Context: an optimization exercise on an open-source flow, tuned for small area and a short achievable clock period. The choices shown serve that exercise and are no tape-out recipe.
Function was not checked in any run shown here: the RTL went through the layout flow alone.

==> flow/design.v, too long to show whole: its modules and the start of the top module <==
// module mult16_top: 17 lines
// module mul_aoi21: 3 lines
// module mul_fa: 4 lines
// module mul_inv: 3 lines
// module mul_mux2i: 3 lines
// module mul_nand2: 3 lines
// module mul_nor2: 3 lines
// module mul_oai21: 3 lines
// module mul_xnor2: 3 lines
// module mul_xor2: 3 lines
// module multiplier_16bit: 1944 lines
module mult16_top (
  input         clk,
  input  [15:0] a,
  input  [15:0] b,
  output [31:0] p
);
  // ...
==> flow/flow/run.sh <==
#!/bin/bash
# The standard layout (the standard.sh), except that the input and output
# port buffers are buf_2 cells and clock tree synthesis inserts no dummy loads.
# All of the flow's output goes to standard.log.
set -e
export BUFFER_PORTS_ARGS="-buffer_cell sky130_fd_sc_hd__buf_2"
export CTS_ARGS="-sink_clustering_enable -repair_clock_nets -dont_use_dummy_load -buf_list sky130_fd_sc_hd__clkbuf_8 -sink_clustering_size 64 -sink_clustering_max_diameter 300"
bash standard.sh > standard.log 2>&1
==> flow/standard.sh <==
#!/bin/bash
# synth_recipe.tcl (not shown) runs the flow's synth.tcl, then flattens the netlist and writes it again
# the make line also repeats each setting of config.mk as NAME=value (left out here)
make -C /OpenROAD-flow-scripts/flow DESIGN_CONFIG=/design/flow/config.mk WORK_HOME=/design/flow/orfs CLKGATE_MAP_FILE= SYNTH_SCRIPT=/design/flow/synth_recipe.tcl "${@:-finish}"
==> flow/config.mk <==
export PLATFORM = sky130hd
export DESIGN_NAME = mult16_top
export DESIGN_NICKNAME = mult16_top
export VERILOG_FILES = /design/flow/design.v
export SDC_FILE = /design/flow/constraint.sdc
export NUM_CORES = 4
export LEC_CHECK = 0
export CAP_MARGIN = 20
export CORE_MARGIN = 2
export CORE_UTILIZATION = 55
export CTS_BUF_LIST = sky130_fd_sc_hd__clkbuf_8
export CTS_CLUSTER_DIAMETER = 300
export CTS_CLUSTER_SIZE = 64
export SLEW_MARGIN = 20
export SYNTH_HIERARCHICAL = 1
export SYNTH_MINIMUM_KEEP_SIZE = 0
==> flow/constraint.sdc <==
create_clock -name core_clock -period 15.0 [get_ports {clk}]
set_input_delay 3.0000 -clock core_clock [delete_from_list [all_inputs] [get_ports {clk}]]
set_output_delay 3.0000 -clock core_clock [all_outputs]
set_load 0.01 [all_outputs]
==> impl_metrics.py, run 1 <==
metrics = {
    "yosys": {
        "synth_top_family_by_area": "adder cells",
        "async_reset_ff_frac": 0,
        "synth_edf_count": 0,
        "synth_area_leader_cell": "fa_1",
        "synthXorXnorAreaFrac": 0.1266,
        "yosysMostFrequentCell": "nor2_1",
        "yosys_warnings": 7,
        "synth.area.top_cells": "fa_1 40%, dfxtp_1 15%, nor2_1 13%",
        "yosys.cell_types.count": 11,
        "ys_ff_latch": 64,
    },
    "timing": {
        "hold_viol": 0,
        "max_freq_mhz": 203.4,
        "skew_ps": 27.66,
        "max-slew-margin-rel": 0.5595,
        "fin_tns_setup_ps": 0,
    },
    "die": {
        "die_w_um": 128.9,
        "n_tap_cell": 188,
        "die_height_um": 128.9,
        "row_count": 45,
    },
    "run_status": {
        "status": "no timing/DRC/antenna violations",
    },
    "min_path": {
        "hp-class": "reg2reg",
    },
    "cells_and_area": {
        "nNonClkInverters": 147,
        "largest_reg_flops": 32,
        "num-multi-input-gates": 723,
        "clkbuf_count": 9,
        "sh_seq_area": 0.1420,
        "top_regs": "p_r x32, a_r x16, b_r x16",
    },
    "grt": {
        "grt_most_used_layer": "met2",
        "grt_pass1_vias": 6832,
    },
    "placed_design": {
        "gp_congestion": 0.8257,
    },
    "setup_path": {
        "reg2regPathDepth": 18,
        "path_cells": "inv_1, nor2_1, fa_1, fa_1, fa_1, xnor2_1, mux2i_1, xnor2_1, xnor2_1, mux2i_1, xor2_1, nand2_1, o21ai_1, a21oi_2, o21ai_1, buf_4, a21oi_2, xor2_1",
    },
    "clock_tree": {
        "htree_levels": 3,
    },
    "routing": {
        "first_iter_violations": 350,
        "routed-wl-met3_um": 983,
        "met2WireLength_um": 10440,
    },
}
==> run 2: changes to the inputs <==
--- a/flow/design.v
+++ b/flow/design.v
@@ -1080,16 +1080,72 @@
   wire n1033;
   wire n1034;
   wire n1035;
   wire n1036;
   wire n1037;
   wire n1038;
   wire n1039;
   wire n1040;
+  wire n1041;
+  wire n1042;
+  wire n1043;
+  wire n1044;
+  wire n1045;
+  wire n1046;
+  wire n1047;
+  wire n1048;
+  wire n1049;
+  wire n1050;
+  wire n1051;
+  wire n1052;
+  wire n1053;
+  wire n1054;
+  wire n1055;
+  wire n1056;
+  wire n1057;
+  wire n1058;
+  wire n1059;
+  wire n1060;
+  wire n1061;
+  wire n1062;
+  wire n1063;
+  wire n1064;
+  wire n1065;
+  wire n1066;
+  wire n1067;
+  wire n1068;
+  wire n1069;
+  wire n1070;
+  wire n1071;
+  wire n1072;
+  wire n1073;
+  wire n1074;
+  wire n1075;
+  wire n1076;
+  wire n1077;
+  wire n1078;
+  wire n1079;
+  wire n1080;
+  wire n1081;
+  wire n1082;
+  wire n1083;
+  wire n1084;
+  wire n1085;
+  wire n1086;
+  wire n1087;
+  wire n1088;
+  wire n1089;
+  wire n1090;
+  wire n1091;
+  wire n1092;
+  wire n1093;
+  wire n1094;
+  wire n1095;
+  wire n1096;
   mul_inv u0 (.a(a[0]), .y(n1));
   mul_inv u1 (.a(a[0]), .y(n2));
   mul_inv u2 (.a(a[1]), .y(n3));
   mul_inv u3 (.a(a[1]), .y(n4));
   mul_inv u4 (.a(a[2]), .y(n5));
   mul_inv u5 (.a(a[2]), .y(n6));
   mul_inv u6 (.a(a[3]), .y(n7));
   mul_inv u7 (.a(a[3]), .y(n8));
@@ -1756,235 +1812,291 @@
   mul_nand2 u668 (.a(n320), .b(n783), .y(n839));
   mul_inv u669 (.a(n785), .y(n840));
   mul_nand2 u670 (.a(n321), .b(n840), .y(n841));
   mul_inv u671 (.a(n841), .y(n842));
   mul_nand2 u672 (.a(n325), .b(n842), .y(n843));
   mul_inv u673 (.a(n843), .y(n844));
   mul_nand2 u674 (.a(n331), .b(n844), .y(n845));
   mul_oai21 u675 (.a1(n787), .a2(n845), .b1(n788), .y(n846));
-  mul_inv u676 (.a(n791), .y(n847));
-  mul_inv u677 (.a(n790), .y(n848));
-  mul_aoi21 u678 (.a1(n848), .a2(n846), .b1(n847), .y(n849));
-  mul_oai21 u679 (.a1(n793), .a2(n791), .b1(n794), .y(n850));
-  mul_nor2 u680 (.a(n793), .b(n790), .y(n851));
-  mul_aoi21 u681 (.a1(n851), .a2(n846), .b1(n850), .y(n852));
-  mul_oai21 u682 (.a1(n796), .a2(n852), .b1(n797), .y(n853));
-  mul_nor2 u683 (.a(n396), .b(n797), .y(n854));
-  mul_nor2 u684 (.a(n396), .b(n796), .y(n855));
-  mul_inv u685 (.a(n852), .y(n856));
-  mul_aoi21 u686 (.a1(n855), .a2(n856), .b1(n854), .y(n857));
-  mul_inv u687 (.a(n417), .y(n858));
-  mul_nor2 u688 (.a(n858), .b(n857), .y(n859));
-  mul_aoi21 u689 (.a1(n798), .a2(n859), .b1(n799), .y(n860));
-  mul_inv u690 (.a(n464), .y(n861));
-  mul_nand2 u691 (.a(n861), .b(n799), .y(n862));
-  mul_inv u692 (.a(n464), .y(n863));
-  mul_nand2 u693 (.a(n863), .b(n798), .y(n864));
-  mul_inv u694 (.a(n859), .y(n865));
-  mul_oai21 u695 (.a1(n864), .a2(n865), .b1(n862), .y(n866));
-  mul_inv u696 (.a(n490), .y(n867));
-  mul_nand2 u697 (.a(n867), .b(n866), .y(n868));
-  mul_nor2 u698 (.a(n801), .b(n490), .y(n869));
-  mul_inv u699 (.a(n802), .y(n870));
-  mul_aoi21 u700 (.a1(n869), .a2(n866), .b1(n870), .y(n871));
-  mul_nor2 u701 (.a(n552), .b(n871), .y(n872));
-  mul_nor2 u702 (.a(n804), .b(n552), .y(n873));
-  mul_inv u703 (.a(n805), .y(n874));
-  mul_inv u704 (.a(n874), .y(n875));
-  mul_inv u705 (.a(n873), .y(n876));
-  mul_oai21 u706 (.a1(n876), .a2(n871), .b1(n875), .y(n877));
-  mul_oai21 u707 (.a1(n807), .a2(n805), .b1(n808), .y(n878));
-  mul_inv u708 (.a(n807), .y(n879));
-  mul_nand2 u709 (.a(n879), .b(n873), .y(n880));
-  mul_inv u710 (.a(n878), .y(n881));
-  mul_oai21 u711 (.a1(n880), .a2(n871), .b1(n881), .y(n882));
-  mul_oai21 u712 (.a1(n809), .a2(n808), .b1(n810), .y(n883));
-  mul_nor2 u713 (.a(n809), .b(n807), .y(n884));
-  mul_aoi21 u714 (.a1(n884), .a2(n877), .b1(n883), .y(n885));
-  mul_oai21 u715 (.a1(n811), .a2(n810), .b1(n812), .y(n886));
-  mul_nor2 u716 (.a(n811), .b(n809), .y(n887));
-  mul_aoi21 u717 (.a1(n887), .a2(n882), .b1(n886), .y(n888));
-  mul_inv u718 (.a(n814), .y(n889));
-  mul_inv u719 (.a(n813), .y(n890));
-  mul_aoi21 u720 (.a1(n890), .a2(n886), .b1(n889), .y(n891));
-  mul_nand2 u721 (.a(n890), .b(n887), .y(n892));
-  mul_inv u722 (.a(n891), .y(n893));
-  mul_inv u723 (.a(n892), .y(n894));
-  mul_aoi21 u724 (.a1(n894), .a2(n882), .b1(n893), .y(n895));
-  mul_inv u725 (.a(n814), .y(n896));
-  mul_aoi21 u726 (.a1(n815), .a2(n896), .b1(n816), .y(n897));
-  mul_inv u727 (.a(n815), .y(n898));
-  mul_nor2 u728 (.a(n898), .b(n813), .y(n899));
-  mul_inv u729 (.a(n899), .y(n900));
-  mul_inv u730 (.a(n897), .y(n901));
+  mul_oai21 u676 (.a1(n790), .a2(n788), .b1(n791), .y(n847));
+  mul_nor2 u677 (.a(n790), .b(n787), .y(n848));
+  mul_inv u678 (.a(n845), .y(n849));
+  mul_aoi21 u679 (.a1(n848), .a2(n849), .b1(n847), .y(n850));
+  mul_oai21 u680 (.a1(n793), .a2(n791), .b1(n794), .y(n851));
+  mul_nor2 u681 (.a(n793), .b(n790), .y(n852));
+  mul_aoi21 u682 (.a1(n852), .a2(n846), .b1(n851), .y(n853));
+  mul_oai21 u683 (.a1(n796), .a2(n853), .b1(n797), .y(n854));
+  mul_nor2 u684 (.a(n396), .b(n797), .y(n855));
+  mul_nor2 u685 (.a(n396), .b(n796), .y(n856));
+  mul_inv u686 (.a(n853), .y(n857));
+  mul_aoi21 u687 (.a1(n856), .a2(n857), .b1(n855), .y(n858));
+  mul_inv u688 (.a(n417), .y(n859));
+  mul_nor2 u689 (.a(n859), .b(n858), .y(n860));
+  mul_aoi21 u690 (.a1(n798), .a2(n860), .b1(n799), .y(n861));
+  mul_inv u691 (.a(n464), .y(n862));
+  mul_nand2 u692 (.a(n862), .b(n799), .y(n863));
+  mul_inv u693 (.a(n464), .y(n864));
+  mul_nand2 u694 (.a(n864), .b(n798), .y(n865));
+  mul_inv u695 (.a(n860), .y(n866));
+  mul_oai21 u696 (.a1(n865), .a2(n866), .b1(n863), .y(n867));
+  mul_nor2 u697 (.a(n490), .b(n464), .y(n868));
+  mul_inv u698 (.a(n868), .y(n869));
+  mul_nor2 u699 (.a(n869), .b(n861), .y(n870));
+  mul_nor2 u700 (.a(n801), .b(n490), .y(n871));
+  mul_inv u701 (.a(n802), .y(n872));
+  mul_aoi21 u702 (.a1(n871), .a2(n867), .b1(n872), .y(n873));
+  mul_nor2 u703 (.a(n552), .b(n802), .y(n874));
+  mul_nor2 u704 (.a(n552), .b(n801), .y(n875));
+  mul_nand2 u705 (.a(n875), .b(n868), .y(n876));
+  mul_inv u706 (.a(n874), .y(n877));
+  mul_oai21 u707 (.a1(n876), .a2(n861), .b1(n877), .y(n878));
+  mul_inv u708 (.a(n874), .y(n879));
+  mul_oai21 u709 (.a1(n804), .a2(n879), .b1(n805), .y(n880));
+  mul_inv u710 (.a(n804), .y(n881));
+  mul_nand2 u711 (.a(n881), .b(n875), .y(n882));
+  mul_inv u712 (.a(n882), .y(n883));
+  mul_aoi21 u713 (.a1(n883), .a2(n870), .b1(n880), .y(n884));
+  mul_oai21 u714 (.a1(n807), .a2(n805), .b1(n808), .y(n885));
+  mul_nor2 u715 (.a(n807), .b(n804), .y(n886));
+  mul_aoi21 u716 (.a1(n886), .a2(n874), .b1(n885), .y(n887));
+  mul_nand2 u717 (.a(n886), .b(n875), .y(n888));
+  mul_inv u718 (.a(n870), .y(n889));
+  mul_oai21 u719 (.a1(n888), .a2(n889), .b1(n887), .y(n890));
+  mul_oai21 u720 (.a1(n809), .a2(n808), .b1(n810), .y(n891));
+  mul_nor2 u721 (.a(n809), .b(n807), .y(n892));
+  mul_nor2 u722 (.a(n804), .b(n552), .y(n893));
+  mul_inv u723 (.a(n805), .y(n894));
+  mul_aoi21 u724 (.a1(n892), .a2(n894), .b1(n891), .y(n895));
+  mul_nand2 u725 (.a(n892), .b(n893), .y(n896));
+  mul_oai21 u726 (.a1(n896), .a2(n873), .b1(n895), .y(n897));
+  mul_oai21 u727 (.a1(n811), .a2(n810), .b1(n812), .y(n898));
+  mul_nor2 u728 (.a(n811), .b(n809), .y(n899));
+  mul_aoi21 u729 (.a1(n899), .a2(n885), .b1(n898), .y(n900));
+  mul_nand2 u730 (.a(n899), .b(n886), .y(n901));
   mul_inv u731 (.a(n900), .y(n902));
-  mul_aoi21 u732 (.a1(n902), .a2(n886), .b1(n901), .y(n903));
-  mul_nand2 u733 (.a(n902), .b(n887), .y(n904));
-  mul_inv u734 (.a(n903), .y(n905));
-  mul_inv u735 (.a(n904), .y(n906));
-  mul_aoi21 u736 (.a1(n906), .a2(n882), .b1(n905), .y(n907));
-  mul_oai21 u737 (.a1(n818), .a2(n897), .b1(n819), .y(n908));
-  mul_inv u738 (.a(n818), .y(n909));
-  mul_nand2 u739 (.a(n909), .b(n899), .y(n910));
-  mul_inv u740 (.a(n910), .y(n911));
-  mul_aoi21 u741 (.a1(n911), .a2(n886), .b1(n908), .y(n912));
-  mul_nand2 u742 (.a(n911), .b(n887), .y(n913));
-  mul_inv u743 (.a(n912), .y(n914));
-  mul_inv u744 (.a(n913), .y(n915));
-  mul_aoi21 u745 (.a1(n915), .a2(n882), .b1(n914), .y(n916));
-  mul_oai21 u746 (.a1(n821), .a2(n819), .b1(n822), .y(n917));
-  mul_nor2 u747 (.a(n821), .b(n818), .y(n918));
-  mul_inv u748 (.a(n917), .y(n919));
-  mul_inv u749 (.a(n918), .y(n920));
-  mul_oai21 u750 (.a1(n920), .a2(n897), .b1(n919), .y(n921));
-  mul_inv u751 (.a(n920), .y(n922));
-  mul_nand2 u752 (.a(n922), .b(n899), .y(n923));
-  mul_inv u753 (.a(n923), .y(n924));
-  mul_aoi21 u754 (.a1(n924), .a2(n886), .b1(n921), .y(n925));
-  mul_nand2 u755 (.a(n924), .b(n887), .y(n926));
-  mul_inv u756 (.a(n925), .y(n927));
-  mul_inv u757 (.a(n926), .y(n928));
-  mul_aoi21 u758 (.a1(n928), .a2(n882), .b1(n927), .y(n929));
-  mul_aoi21 u759 (.a1(n824), .a2(n917), .b1(n825), .y(n930));
-  mul_nand2 u760 (.a(n824), .b(n918), .y(n931));
-  mul_oai21 u761 (.a1(n931), .a2(n903), .b1(n930), .y(n932));
-  mul_nor2 u762 (.a(n931), .b(n904), .y(n933));
-  mul_aoi21 u763 (.a1(n933), .a2(n882), .b1(n932), .y(n934));
-  mul_aoi21 u764 (.a1(n827), .a2(n825), .b1(n828), .y(n935));
-  mul_nand2 u765 (.a(n827), .b(n824), .y(n936));
-  mul_inv u766 (.a(n935), .y(n937));
+  mul_inv u732 (.a(n901), .y(n903));
+  mul_aoi21 u733 (.a1(n903), .a2(n878), .b1(n902), .y(n904));
+  mul_oai21 u734 (.a1(n813), .a2(n812), .b1(n814), .y(n905));
+  mul_nor2 u735 (.a(n813), .b(n811), .y(n906));
+  mul_aoi21 u736 (.a1(n906), .a2(n891), .b1(n905), .y(n907));
+  mul_nand2 u737 (.a(n906), .b(n892), .y(n908));
+  mul_oai21 u738 (.a1(n908), .a2(n884), .b1(n907), .y(n909));
+  mul_aoi21 u739 (.a1(n815), .a2(n905), .b1(n816), .y(n910));
+  mul_nand2 u740 (.a(n815), .b(n906), .y(n911));
+  mul_inv u741 (.a(n891), .y(n912));
+  mul_oai21 u742 (.a1(n911), .a2(n912), .b1(n910), .y(n913));
+  mul_inv u743 (.a(n911), .y(n914));
+  mul_nand2 u744 (.a(n914), .b(n892), .y(n915));
+  mul_inv u745 (.a(n915), .y(n916));
+  mul_inv u746 (.a(n913), .y(n917));
+  mul_inv u747 (.a(n916), .y(n918));
+  mul_oai21 u748 (.a1(n918), .a2(n884), .b1(n917), .y(n919));
+  mul_inv u749 (.a(n814), .y(n920));
+  mul_aoi21 u750 (.a1(n815), .a2(n920), .b1(n816), .y(n921));
+  mul_inv u751 (.a(n815), .y(n922));
+  mul_nor2 u752 (.a(n922), .b(n813), .y(n923));
+  mul_oai21 u753 (.a1(n818), .a2(n921), .b1(n819), .y(n924));
+  mul_inv u754 (.a(n818), .y(n925));
+  mul_nand2 u755 (.a(n925), .b(n923), .y(n926));
+  mul_inv u756 (.a(n926), .y(n927));
+  mul_aoi21 u757 (.a1(n927), .a2(n898), .b1(n924), .y(n928));
+  mul_nand2 u758 (.a(n927), .b(n899), .y(n929));
+  mul_inv u759 (.a(n928), .y(n930));
+  mul_inv u760 (.a(n929), .y(n931));
+  mul_aoi21 u761 (.a1(n931), .a2(n890), .b1(n930), .y(n932));
+  mul_oai21 u762 (.a1(n821), .a2(n819), .b1(n822), .y(n933));
+  mul_nor2 u763 (.a(n821), .b(n818), .y(n934));
+  mul_inv u764 (.a(n933), .y(n935));
+  mul_inv u765 (.a(n934), .y(n936));
+  mul_oai21 u766 (.a1(n936), .a2(n921), .b1(n935), .y(n937));
   mul_inv u767 (.a(n936), .y(n938));
-  mul_aoi21 u768 (.a1(n938), .a2(n917), .b1(n937), .y(n939));
-  mul_nand2 u769 (.a(n938), .b(n918), .y(n940));
-  mul_oai21 u770 (.a1(n940), .a2(n903), .b1(n939), .y(n941));
-  mul_nor2 u771 (.a(n940), .b(n904), .y(n942));
-  mul_aoi21 u772 (.a1(n942), .a2(n882), .b1(n941), .y(n943));
-  mul_inv u773 (.a(n831), .y(n944));
-  mul_inv u774 (.a(n830), .y(n945));
-  mul_aoi21 u775 (.a1(n945), .a2(n828), .b1(n944), .y(n946));
-  mul_nand2 u776 (.a(n945), .b(n827), .y(n947));
-  mul_inv u777 (.a(n822), .y(n948));
-  mul_aoi21 u778 (.a1(n824), .a2(n948), .b1(n825), .y(n949));
-  mul_inv u779 (.a(n821), .y(n950));
-  mul_nand2 u780 (.a(n824), .b(n950), .y(n951));
-  mul_oai21 u781 (.a1(n947), .a2(n949), .b1(n946), .y(n952));
-  mul_nor2 u782 (.a(n947), .b(n951), .y(n953));
-  mul_inv u783 (.a(n952), .y(n954));
-  mul_inv u784 (.a(n953), .y(n955));
-  mul_oai21 u785 (.a1(n955), .a2(n912), .b1(n954), .y(n956));
-  mul_nor2 u786 (.a(n955), .b(n913), .y(n957));
-  mul_aoi21 u787 (.a1(n957), .a2(n882), .b1(n956), .y(n958));
-  mul_oai21 u788 (.a1(n832), .a2(n831), .b1(n833), .y(n959));
-  mul_nor2 u789 (.a(n832), .b(n830), .y(n960));
-  mul_aoi21 u790 (.a1(n960), .a2(n828), .b1(n959), .y(n961));
-  mul_nand2 u791 (.a(n960), .b(n827), .y(n962));
-  mul_oai21 u792 (.a1(n962), .a2(n949), .b1(n961), .y(n963));
-  mul_nor2 u793 (.a(n962), .b(n951), .y(n964));
+  mul_nand2 u768 (.a(n938), .b(n923), .y(n939));
+  mul_inv u769 (.a(n939), .y(n940));
+  mul_inv u770 (.a(n937), .y(n941));
+  mul_inv u771 (.a(n940), .y(n942));
+  mul_oai21 u772 (.a1(n942), .a2(n900), .b1(n941), .y(n943));
+  mul_nor2 u773 (.a(n942), .b(n901), .y(n944));
+  mul_aoi21 u774 (.a1(n944), .a2(n878), .b1(n943), .y(n945));
+  mul_inv u775 (.a(n822), .y(n946));
+  mul_aoi21 u776 (.a1(n824), .a2(n946), .b1(n825), .y(n947));
+  mul_inv u777 (.a(n821), .y(n948));
+  mul_nand2 u778 (.a(n824), .b(n948), .y(n949));
+  mul_inv u779 (.a(n947), .y(n950));
+  mul_inv u780 (.a(n949), .y(n951));
+  mul_aoi21 u781 (.a1(n951), .a2(n924), .b1(n950), .y(n952));
+  mul_inv u782 (.a(n951), .y(n953));
+  mul_nor2 u783 (.a(n953), .b(n926), .y(n954));
+  mul_inv u784 (.a(n954), .y(n955));
+  mul_oai21 u785 (.a1(n955), .a2(n900), .b1(n952), .y(n956));
+  mul_nor2 u786 (.a(n955), .b(n901), .y(n957));
+  mul_aoi21 u787 (.a1(n957), .a2(n878), .b1(n956), .y(n958));
+  mul_aoi21 u788 (.a1(n827), .a2(n825), .b1(n828), .y(n959));
+  mul_nand2 u789 (.a(n827), .b(n824), .y(n960));
+  mul_inv u790 (.a(n959), .y(n961));
+  mul_inv u791 (.a(n960), .y(n962));
+  mul_aoi21 u792 (.a1(n962), .a2(n933), .b1(n961), .y(n963));
+  mul_nand2 u793 (.a(n962), .b(n934), .y(n964));
   mul_inv u794 (.a(n963), .y(n965));
   mul_inv u795 (.a(n964), .y(n966));
-  mul_oai21 u796 (.a1(n966), .a2(n912), .b1(n965), .y(n967));
-  mul_nor2 u797 (.a(n966), .b(n913), .y(n968));
-  mul_aoi21 u798 (.a1(n968), .a2(n882), .b1(n967), .y(n969));
-  mul_oai21 u799 (.a1(n834), .a2(n833), .b1(n835), .y(n970));
-  mul_nor2 u800 (.a(n834), .b(n832), .y(n971));
+  mul_aoi21 u796 (.a1(n966), .a2(n913), .b1(n965), .y(n967));
+  mul_inv u797 (.a(n966), .y(n968));
+  mul_nor2 u798 (.a(n968), .b(n915), .y(n969));
+  mul_inv u799 (.a(n969), .y(n970));
+  mul_oai21 u800 (.a1(n970), .a2(n884), .b1(n967), .y(n971));
   mul_inv u801 (.a(n831), .y(n972));
-  mul_aoi21 u802 (.a1(n971), .a2(n972), .b1(n970), .y(n973));
-  mul_inv u803 (.a(n971), .y(n974));
-  mul_nor2 u804 (.a(n974), .b(n830), .y(n975));
-  mul_inv u805 (.a(n975), .y(n976));
-  mul_oai21 u806 (.a1(n976), .a2(n935), .b1(n973), .y(n977));
-  mul_nor2 u807 (.a(n976), .b(n936), .y(n978));
+  mul_inv u802 (.a(n830), .y(n973));
+  mul_aoi21 u803 (.a1(n973), .a2(n828), .b1(n972), .y(n974));
+  mul_nand2 u804 (.a(n973), .b(n827), .y(n975));
+  mul_oai21 u805 (.a1(n975), .a2(n947), .b1(n974), .y(n976));
+  mul_nor2 u806 (.a(n975), .b(n949), .y(n977));
+  mul_inv u807 (.a(n976), .y(n978));
   mul_inv u808 (.a(n977), .y(n979));
-  mul_inv u809 (.a(n978), .y(n980));
-  mul_oai21 u810 (.a1(n980), .a2(n925), .b1(n979), .y(n981));
-  mul_nor2 u811 (.a(n980), .b(n926), .y(n982));
-  mul_aoi21 u812 (.a1(n982), .a2(n882), .b1(n981), .y(n983));
-  mul_oai21 u813 (.a1(n836), .a2(n835), .b1(n837), .y(n984));
-  mul_nor2 u814 (.a(n836), .b(n834), .y(n985));
-  mul_aoi21 u815 (.a1(n985), .a2(n959), .b1(n984), .y(n986));
-  mul_nand2 u816 (.a(n985), .b(n960), .y(n987));
-  mul_oai21 u817 (.a1(n987), .a2(n935), .b1(n986), .y(n988));
-  mul_nor2 u818 (.a(n987), .b(n936), .y(n989));
+  mul_oai21 u809 (.a1(n979), .a2(n928), .b1(n978), .y(n980));
+  mul_nor2 u810 (.a(n979), .b(n929), .y(n981));
+  mul_aoi21 u811 (.a1(n981), .a2(n890), .b1(n980), .y(n982));
+  mul_oai21 u812 (.a1(n832), .a2(n831), .b1(n833), .y(n983));
+  mul_nor2 u813 (.a(n832), .b(n830), .y(n984));
+  mul_inv u814 (.a(n983), .y(n985));
+  mul_inv u815 (.a(n984), .y(n986));
+  mul_oai21 u816 (.a1(n986), .a2(n959), .b1(n985), .y(n987));
+  mul_nor2 u817 (.a(n986), .b(n960), .y(n988));
+  mul_aoi21 u818 (.a1(n988), .a2(n937), .b1(n987), .y(n989));
   mul_inv u819 (.a(n988), .y(n990));
-  mul_inv u820 (.a(n989), .y(n991));
-  mul_oai21 u821 (.a1(n991), .a2(n925), .b1(n990), .y(n992));
-  mul_nor2 u822 (.a(n991), .b(n926), .y(n993));
-  mul_aoi21 u823 (.a1(n993), .a2(n882), .b1(n992), .y(n994));
-  mul_oai21 u824 (.a1(n838), .a2(n837), .b1(n839), .y(n995));
-  mul_nor2 u825 (.a(n838), .b(n836), .y(n996));
-  mul_inv u826 (.a(n995), .y(n997));
-  mul_inv u827 (.a(n996), .y(n998));
-  mul_oai21 u828 (.a1(n998), .a2(n835), .b1(n997), .y(n999));
-  mul_nor2 u829 (.a(n998), .b(n834), .y(n1000));
-  mul_aoi21 u830 (.a1(n1000), .a2(n959), .b1(n999), .y(n1001));
-  mul_nand2 u831 (.a(n1000), .b(n960), .y(n1002));
-  mul_oai21 u832 (.a1(n1002), .a2(n935), .b1(n1001), .y(n1003));
-  mul_nor2 u833 (.a(n1002), .b(n936), .y(n1004));
-  mul_inv u834 (.a(n1003), .y(n1005));
-  mul_inv u835 (.a(n1004), .y(n1006));
-  mul_oai21 u836 (.a1(n1006), .a2(n925), .b1(n1005), .y(n1007));
-  mul_nor2 u837 (.a(n1006), .b(n926), .y(n1008));
-  mul_aoi21 u838 (.a1(n1008), .a2(n882), .b1(n1007), .y(n1009));
-  mul_inv u839 (.a(n784), .y(n1010));
-  mul_xnor2 u840 (.a(n785), .b(n321), .y(n1011));
-  mul_xnor2 u841 (.a(n841), .b(n325), .y(n1012));
-  mul_xnor2 u842 (.a(n843), .b(n331), .y(n1013));
-  mul_xor2 u843 (.a(n845), .b(n787), .y(n1014));
-  mul_xnor2 u844 (.a(n846), .b(n790), .y(n1015));
-  mul_xor2 u845 (.a(n849), .b(n793), .y(n1016));
-  mul_xor2 u846 (.a(n852), .b(n796), .y(n1017));
-  mul_xnor2 u847 (.a(n853), .b(n396), .y(n1018));
-  mul_xnor2 u848 (.a(n857), .b(n417), .y(n1019));
-  mul_xor2 u849 (.a(n859), .b(n798), .y(n1020));
-  mul_xor2 u850 (.a(n860), .b(n464), .y(n1021));
-  mul_xnor2 u851 (.a(n866), .b(n490), .y(n1022));
-  mul_xor2 u852 (.a(n868), .b(n801), .y(n1023));
-  mul_xor2 u853 (.a(n871), .b(n552), .y(n1024));
-  mul_xnor2 u854 (.a(n872), .b(n804), .y(n1025));
-  mul_xnor2 u855 (.a(n877), .b(n807), .y(n1026));
-  mul_xnor2 u856 (.a(n882), .b(n809), .y(n1027));
-  mul_xor2 u857 (.a(n885), .b(n811), .y(n1028));
-  mul_xor2 u858 (.a(n888), .b(n813), .y(n1029));
-  mul_xnor2 u859 (.a(n895), .b(n815), .y(n1030));
-  mul_xor2 u860 (.a(n907), .b(n818), .y(n1031));
-  mul_xor2 u861 (.a(n916), .b(n821), .y(n1032));
-  mul_xnor2 u862 (.a(n929), .b(n824), .y(n1033));
-  mul_xnor2 u863 (.a(n934), .b(n827), .y(n1034));
-  mul_xor2 u864 (.a(n943), .b(n830), .y(n1035));
-  mul_xor2 u865 (.a(n958), .b(n832), .y(n1036));
-  mul_xor2 u866 (.a(n969), .b(n834), .y(n1037));
-  mul_xor2 u867 (.a(n983), .b(n836), .y(n1038));
-  mul_xor2 u868 (.a(n994), .b(n838), .y(n1039));
-  mul_inv u869 (.a(n1009), .y(n1040));
+  mul_nor2 u820 (.a(n990), .b(n939), .y(n991));
+  mul_inv u821 (.a(n991), .y(n992));
+  mul_oai21 u822 (.a1(n992), .a2(n900), .b1(n989), .y(n993));
+  mul_nor2 u823 (.a(n992), .b(n901), .y(n994));
+  mul_aoi21 u824 (.a1(n994), .a2(n878), .b1(n993), .y(n995));
+  mul_oai21 u825 (.a1(n834), .a2(n833), .b1(n835), .y(n996));
+  mul_nor2 u826 (.a(n834), .b(n832), .y(n997));
+  mul_inv u827 (.a(n831), .y(n998));
+  mul_aoi21 u828 (.a1(n997), .a2(n998), .b1(n996), .y(n999));
+  mul_inv u829 (.a(n997), .y(n1000));
+  mul_nor2 u830 (.a(n1000), .b(n830), .y(n1001));
+  mul_inv u831 (.a(n1001), .y(n1002));
+  mul_inv u832 (.a(n828), .y(n1003));
+  mul_oai21 u833 (.a1(n1002), .a2(n1003), .b1(n999), .y(n1004));
+  mul_inv u834 (.a(n827), .y(n1005));
+  mul_nor2 u835 (.a(n1002), .b(n1005), .y(n1006));
+  mul_inv u836 (.a(n947), .y(n1007));
+  mul_aoi21 u837 (.a1(n1006), .a2(n1007), .b1(n1004), .y(n1008));
+  mul_inv u838 (.a(n1006), .y(n1009));
+  mul_nor2 u839 (.a(n1009), .b(n949), .y(n1010));
+  mul_inv u840 (.a(n819), .y(n1011));
+  mul_inv u841 (.a(n818), .y(n1012));
+  mul_aoi21 u842 (.a1(n1012), .a2(n816), .b1(n1011), .y(n1013));
+  mul_nand2 u843 (.a(n1012), .b(n815), .y(n1014));
+  mul_inv u844 (.a(n1013), .y(n1015));
+  mul_inv u845 (.a(n1014), .y(n1016));
+  mul_aoi21 u846 (.a1(n1016), .a2(n905), .b1(n1015), .y(n1017));
+  mul_nand2 u847 (.a(n1016), .b(n906), .y(n1018));
+  mul_inv u848 (.a(n1010), .y(n1019));
+  mul_oai21 u849 (.a1(n1019), .a2(n1017), .b1(n1008), .y(n1020));
+  mul_nor2 u850 (.a(n1019), .b(n1018), .y(n1021));
+  mul_aoi21 u851 (.a1(n1021), .a2(n897), .b1(n1020), .y(n1022));
+  mul_oai21 u852 (.a1(n836), .a2(n835), .b1(n837), .y(n1023));
+  mul_nor2 u853 (.a(n836), .b(n834), .y(n1024));
+  mul_aoi21 u854 (.a1(n984), .a2(n828), .b1(n983), .y(n1025));
+  mul_nand2 u855 (.a(n984), .b(n827), .y(n1026));
+  mul_inv u856 (.a(n1023), .y(n1027));
+  mul_inv u857 (.a(n1024), .y(n1028));
+  mul_oai21 u858 (.a1(n1028), .a2(n1025), .b1(n1027), .y(n1029));
+  mul_nor2 u859 (.a(n1028), .b(n1026), .y(n1030));
+  mul_inv u860 (.a(n947), .y(n1031));
+  mul_aoi21 u861 (.a1(n1030), .a2(n1031), .b1(n1029), .y(n1032));
+  mul_inv u862 (.a(n1030), .y(n1033));
+  mul_nor2 u863 (.a(n1033), .b(n949), .y(n1034));
+  mul_inv u864 (.a(n1034), .y(n1035));
+  mul_oai21 u865 (.a1(n1035), .a2(n1017), .b1(n1032), .y(n1036));
+  mul_nor2 u866 (.a(n1035), .b(n1018), .y(n1037));
+  mul_inv u867 (.a(n895), .y(n1038));
+  mul_aoi21 u868 (.a1(n1037), .a2(n1038), .b1(n1036), .y(n1039));
+  mul_inv u869 (.a(n1037), .y(n1040));
+  mul_nor2 u870 (.a(n1040), .b(n896), .y(n1041));
+  mul_inv u871 (.a(n1041), .y(n1042));
+  mul_oai21 u872 (.a1(n1042), .a2(n873), .b1(n1039), .y(n1043));
+  mul_oai21 u873 (.a1(n838), .a2(n837), .b1(n839), .y(n1044));
+  mul_nor2 u874 (.a(n838), .b(n836), .y(n1045));
+  mul_inv u875 (.a(n1044), .y(n1046));
+  mul_inv u876 (.a(n1045), .y(n1047));
+  mul_oai21 u877 (.a1(n1047), .a2(n835), .b1(n1046), .y(n1048));
+  mul_nor2 u878 (.a(n1047), .b(n834), .y(n1049));
+  mul_inv u879 (.a(n1048), .y(n1050));
+  mul_inv u880 (.a(n1049), .y(n1051));
+  mul_oai21 u881 (.a1(n1051), .a2(n1025), .b1(n1050), .y(n1052));
+  mul_nor2 u882 (.a(n1051), .b(n1026), .y(n1053));
+  mul_inv u883 (.a(n947), .y(n1054));
+  mul_aoi21 u884 (.a1(n1053), .a2(n1054), .b1(n1052), .y(n1055));
+  mul_inv u885 (.a(n1053), .y(n1056));
+  mul_nor2 u886 (.a(n1056), .b(n949), .y(n1057));
+  mul_inv u887 (.a(n1057), .y(n1058));
+  mul_oai21 u888 (.a1(n1058), .a2(n1017), .b1(n1055), .y(n1059));
+  mul_nor2 u889 (.a(n1058), .b(n1018), .y(n1060));
+  mul_inv u890 (.a(n895), .y(n1061));
+  mul_aoi21 u891 (.a1(n1060), .a2(n1061), .b1(n1059), .y(n1062));
+  mul_inv u892 (.a(n1060), .y(n1063));
+  mul_nor2 u893 (.a(n1063), .b(n896), .y(n1064));
+  mul_inv u894 (.a(n1064), .y(n1065));
+  mul_oai21 u895 (.a1(n1065), .a2(n873), .b1(n1062), .y(n1066));
+  mul_inv u896 (.a(n784), .y(n1067));
+  mul_xnor2 u897 (.a(n785), .b(n321), .y(n1068));
+  mul_xnor2 u898 (.a(n841), .b(n325), .y(n1069));
+  mul_xnor2 u899 (.a(n843), .b(n331), .y(n1070));
+  mul_xor2 u900 (.a(n845), .b(n787), .y(n1071));
+  mul_xnor2 u901 (.a(n846), .b(n790), .y(n1072));
+  mul_xor2 u902 (.a(n850), .b(n793), .y(n1073));
+  mul_xor2 u903 (.a(n853), .b(n796), .y(n1074));
+  mul_xnor2 u904 (.a(n854), .b(n396), .y(n1075));
+  mul_xnor2 u905 (.a(n858), .b(n417), .y(n1076));
+  mul_xor2 u906 (.a(n860), .b(n798), .y(n1077));
+  mul_xor2 u907 (.a(n861), .b(n464), .y(n1078));
+  mul_xnor2 u908 (.a(n867), .b(n490), .y(n1079));
+  mul_xnor2 u909 (.a(n870), .b(n801), .y(n1080));
+  mul_xor2 u910 (.a(n873), .b(n552), .y(n1081));
+  mul_xnor2 u911 (.a(n878), .b(n804), .y(n1082));
+  mul_xor2 u912 (.a(n884), .b(n807), .y(n1083));
+  mul_xnor2 u913 (.a(n890), .b(n809), .y(n1084));
+  mul_xnor2 u914 (.a(n897), .b(n811), .y(n1085));
+  mul_xor2 u915 (.a(n904), .b(n813), .y(n1086));
+  mul_xor2 u916 (.a(n909), .b(n815), .y(n1087));
+  mul_xnor2 u917 (.a(n919), .b(n818), .y(n1088));
+  mul_xor2 u918 (.a(n932), .b(n821), .y(n1089));
+  mul_xnor2 u919 (.a(n945), .b(n824), .y(n1090));
+  mul_xnor2 u920 (.a(n958), .b(n827), .y(n1091));
+  mul_xnor2 u921 (.a(n971), .b(n830), .y(n1092));
+  mul_xor2 u922 (.a(n982), .b(n832), .y(n1093));
+  mul_xor2 u923 (.a(n995), .b(n834), .y(n1094));
+  mul_xor2 u924 (.a(n1022), .b(n836), .y(n1095));
+  mul_xnor2 u925 (.a(n1043), .b(n838), .y(n1096));
   assign o[0] = n65;
-  assign o[1] = n1010;
-  assign o[2] = n1011;
-  assign o[3] = n1012;
-  assign o[4] = n1013;
-  assign o[5] = n1014;
-  assign o[6] = n1015;
-  assign o[7] = n1016;
-  assign o[8] = n1017;
-  assign o[9] = n1018;
-  assign o[10] = n1019;
-  assign o[11] = n1020;
-  assign o[12] = n1021;
-  assign o[13] = n1022;
-  assign o[14] = n1023;
-  assign o[15] = n1024;
-  assign o[16] = n1025;
-  assign o[17] = n1026;
-  assign o[18] = n1027;
-  assign o[19] = n1028;
-  assign o[20] = n1029;
-  assign o[21] = n1030;
-  assign o[22] = n1031;
-  assign o[23] = n1032;
-  assign o[24] = n1033;
-  assign o[25] = n1034;
-  assign o[26] = n1035;
-  assign o[27] = n1036;
-  assign o[28] = n1037;
-  assign o[29] = n1038;
-  assign o[30] = n1039;
-  assign o[31] = n1040;
+  assign o[1] = n1067;
+  assign o[2] = n1068;
+  assign o[3] = n1069;
+  assign o[4] = n1070;
+  assign o[5] = n1071;
+  assign o[6] = n1072;
+  assign o[7] = n1073;
+  assign o[8] = n1074;
+  assign o[9] = n1075;
+  assign o[10] = n1076;
+  assign o[11] = n1077;
+  assign o[12] = n1078;
+  assign o[13] = n1079;
+  assign o[14] = n1080;
+  assign o[15] = n1081;
+  assign o[16] = n1082;
+  assign o[17] = n1083;
+  assign o[18] = n1084;
+  assign o[19] = n1085;
+  assign o[20] = n1086;
+  assign o[21] = n1087;
+  assign o[22] = n1088;
+  assign o[23] = n1089;
+  assign o[24] = n1090;
+  assign o[25] = n1091;
+  assign o[26] = n1092;
+  assign o[27] = n1093;
+  assign o[28] = n1094;
+  assign o[29] = n1095;
+  assign o[30] = n1096;
+  assign o[31] = n1066;
 endmodule
==> flow/config.mk (replaced) <==
export PLATFORM = sky130hd
export DESIGN_NAME = mult16_top
export DESIGN_NICKNAME = mult16_top
export VERILOG_FILES = /design/flow/design.v
export SDC_FILE = /design/flow/constraint.sdc
export NUM_CORES = 4
export LEC_CHECK = 0
export CAP_MARGIN = 20
export CORE_MARGIN = 2
export CORE_UTILIZATION = 40
export CTS_BUF_LIST = sky130_fd_sc_hd__clkbuf_8
export CTS_CLUSTER_DIAMETER = 300
export CTS_CLUSTER_SIZE = 64
export SLEW_MARGIN = 20
export SYNTH_HIERARCHICAL = 1
export SYNTH_MINIMUM_KEEP_SIZE = 0
==> impl_metrics.py, run 2 <==
metrics = {
    "run_status": {
        "status": "no timing/DRC/antenna violations",
    },
    "yosys": {
        "yosysMostFrequentCell": "nor2_1",
        "synth_top_cell_area_share": 0.3859,
        "netlist_area_um2": 8818,
        "synthCells": 1022,
        "synth_nets": 1225,
        "syn_avg_cell_area_um2": 8.629,
        "ys_ff_latch": 64,
        "synthTopCellsByCount": "305 x nor2_1, 173 x inv_1, 170 x fa_1",
        "async_reset_ff_frac": 0,
        "synth_area_leader_cell": "fa_1",
        "yosys.cell_types.count": 11,
        "synthFlopType": "dfxtp_1",
        "synth_edf_count": 0,
        "yosys_warnings": 7,
        "yosysSeqAreaShare": 0.1453,
        "synth.area.top_cells": "fa_1 39%, dfxtp_1 15%, nor2_1 13%",
    },
    "die": {
        "row_count": 54,
        "die_height_um": 152.5,
        "die_area_um2": 23250,
        "initial_core_util": 0.4053,
        "die_w_um": 152.5,
        "io_pins": 65,
        "core_um2": 21760,
    },
    "min_path": {
        "hold_depth": 2,
        "min-delay-start": "a_r[0]",
        "hp-class": "reg2reg",
        "hold_end": "p_r[0]",
    },
    "grt": {
        "grt_remaining_overflow": 0,
        "grt_use_total": 0.1890,
        "grt_max_degree": 14,
        "grt_pass1_vias": 7185,
        "antenna_found_initial": 0,
        "grt_first_pass_wirelength_um": 34800,
    },
    "timing": {
        "slew_viol_final": 0,
        "hold_viol": 0,
        "min_period_ps": 4997,
        "skew_ps": 32.92,
        "setup_slack_ps": 10000,
        "finalCritPeriodShare": 0.3331,
        "rsz0062_at_grt": "no",
        "worst_pin_slew_ps": 723.5,
        "max-slew-margin-rel": 0.5145,
        "fin_tns_setup_ps": 0,
        "finalSetupViolCount": 0,
        "max_freq_mhz": 200.1,
    },
    "routing": {
        "drcViolationCount": 0,
        "first_iter_violations": 325,
        "avgViaCountPerCell": 4.834,
        "firstDrtPassIters": 4,
        "wire_per_inst_um": 15.03,
        "postRouteAntennaNets": 0,
        "vias": 6492,
        "finalWirelength_um": 20190,
    },
    "setup_path": {
        "criticalPathCategory": "reg2reg",
        "slowest_delay_ps": 570,
        "r2r_end": "p_r[28]",
        "worstSetupStartpointType": "register",
        "crit_fanout": 8,
        "slowest_stage": "o21ai_1",
        "path_cells": "inv_1, nor2_1, fa_1, fa_1, fa_1, fa_1, xnor2_1, xnor2_1, xnor2_1, mux2i_1, mux2i_1, xnor2_1, nor2_1, nand2_1, o21ai_1, a21oi_2, xor2_1",
        "endpoint_kind": "register",
        "reg2regPathDepth": 17,
        "regToRegSetupSlack_ps": 10000,
        "required_ps": 15240,
        "cp.arrival_ps": 5240,
        "timing.rr.start": "b_r[8]",
    },
    "clock_tree": {
        "cts.sinks": 64,
        "tritoncts": "done",
        "insertion_delay_ps": 390,
        "ctsHoldBuffers": 0,
        "postCtsSetupBuffers": 0,
        "ctsLongestPathBuffers": 2,
        "cts.repair.resized": 0,
        "cts_made_buffers": 9,
        "htree_levels": 3,
        "clkTransAtPathRegs_ps": 90,
        "cts_root_buffer": "clkbuf_8",
    },
    "cells_and_area": {
        "largest_reg_flops": 32,
        "stdcell_count": 1343,
        "mostFrequentLayoutCells": "305 x nor2_1, 173 x inv_1, 170 x fa_1",
        "final_common_cell": "nor2_1",
        "top_register": "p_r",
        "top_regs": "p_r x32, a_r x16, b_r x16",
        "synthToLayoutAreaGrowth_pct": 6.285,
        "diodes": 0,
        "layout.nets": 1268,
        "drive_above_1_share": 0.1025,
    },
    "placed_design": {
        "hpwl_um": 17020,
        "place_inst": 1334,
        "gp_congestion": 0.9172,
        "dp_slack_ps": 10030,
        "port_buffers": 64,
    },
    "job": {
        "drv_cap": 0,
    },
}
[run 2: changes by cell type after synthesis, sizes merged]
| cell | delta |
|---|---|
| inv | +26 |
| nor2 | +14 |
| o21ai | +10 |
| a21oi | +4 |
| xnor2 | +3 |
| xor2 | -3 |
| nand2 | +2 |
[run 2: Yosys stat by module (local to each module, per instance)]
module,cells inside,copies in the design
mult16_top,64,1
multiplier_16bit,32,1
mul_fa,1,170
mul_mux2i,1,33
mul_aoi21,1,36
mul_xnor2,1,107
mul_xor2,1,17
mul_oai21,1,39
mul_inv,1,173
mul_nand2,1,46
mul_nor2,1,305
[run 2: worst max-delay path, delay by kind of cell, from the launching register on]
family          cells  cell delay [ps]
compound gates      2              710
xor+xnor            5             1010
fa+ha+maj           4             1690
buf+inv             1              260
flops               1              320
mux                 2              460
simple gates        3              400
[run 2: final cells by class]
cell class                 instances  area [um^2]
clock buffer                       9        123.9
fill                            2224        12380
inverter                         173        649.4
multi-input combinational        753         6648
sequential                        64         1281
tap                              280        350.3
timing repair buffer              64        320.3
[run 2: worst max path at each step]
| stage | start | endpoint | slack [ps] | depth (start not counted) |
|---|---|---|---|---|
| 2_1_floorplan | b_r[8] | p_r[28] | 10570 | 18 |
| 3_3_place_gp | b_r[8] | p_r[25] | 10060 | 17 |
| 3_5_place_dp | b_r[8] | p_r[28] | 10030 | 17 |
| 4_1_cts | a_r[0] | p_r[28] | 9990 | 17 |
| 5_1_grt | a_r[0] | p_r[28] | 9660 | 17 |
| 6_report | b_r[8] | p_r[28] | 10000 | 17 |
[run 2: routing by layer]
layer / GRT usage / up-vias / wire, um / share of wire
met5: 0 / - / 0 / 0
met4: 0.08907 / 0 / 901 / 0.045
met3: 0.03669 / 49 / 993 / 0.049
met2: 0.3415 / 189 / 10390 / 0.51
met1: 0.2153 / 3179 / 7908 / 0.39
li1: - / 3075 / - / -
[run 2: through the flow]
| stage | util | cell area [um^2] | hold slack, ps |
|---|---|---|---|
| floorplan | - | 8818 | 612.1 |
| global placement | 0.4251 | 9249 | 580.5 |
| detailed placement | 0.4251 | 9249 | 581.5 |
| CTS | 0.4308 | 9373 | 635.6 |
| global route | 0.4308 | 9373 | 705.4 |
| finish | 0.4308 | 9373 | 615.8 |
[run 2: cell families (layout without fill, tap and decap cells)]
kind of cell               Yosys count  count (layout)  synth area share
buffers and inverters              205             246            0.1009
adders and majority gates          170             170            0.3859
xor gates and xnor gates           124             124            0.1232
AOI/OAI and AO/OA                   75              75           0.05789
and+or+nand+nor                    351             351            0.1494
muxes                               33              33           0.03746
DFF                                 64              64            0.1453

-- afterwards: timing with drivers on the ports --
Ports are ideal in the flow. The routed layouts listed here were re-timed in OpenROAD.
Step 1 sets driving cells, clkbuf_16 on the clock port and buf_2 on the other inputs (assumed; they add their load-dependent delay and slew).
Step 2 also shifts input and output timing later by t, the mid clock arrival at the registers, as if the neighbouring blocks saw the same clock.
a / b / c = ideal ports / drivers / drivers and shift; a / b = the first two.
run | t (ns) | slack for setup (ns) | worst hold slack (ns) | cell pins on the clock port's net
run 1 | 0.403 | 10.084 / 10.084 / 10.084 | 0.584 / 0.584 / 0.584 | 1
run 2 | 0.415 | 10.003 / 10.003 / 10.003 | 0.616 / 0.616 / 0.616 | 1
After both steps setup and hold are still met in every run listed.
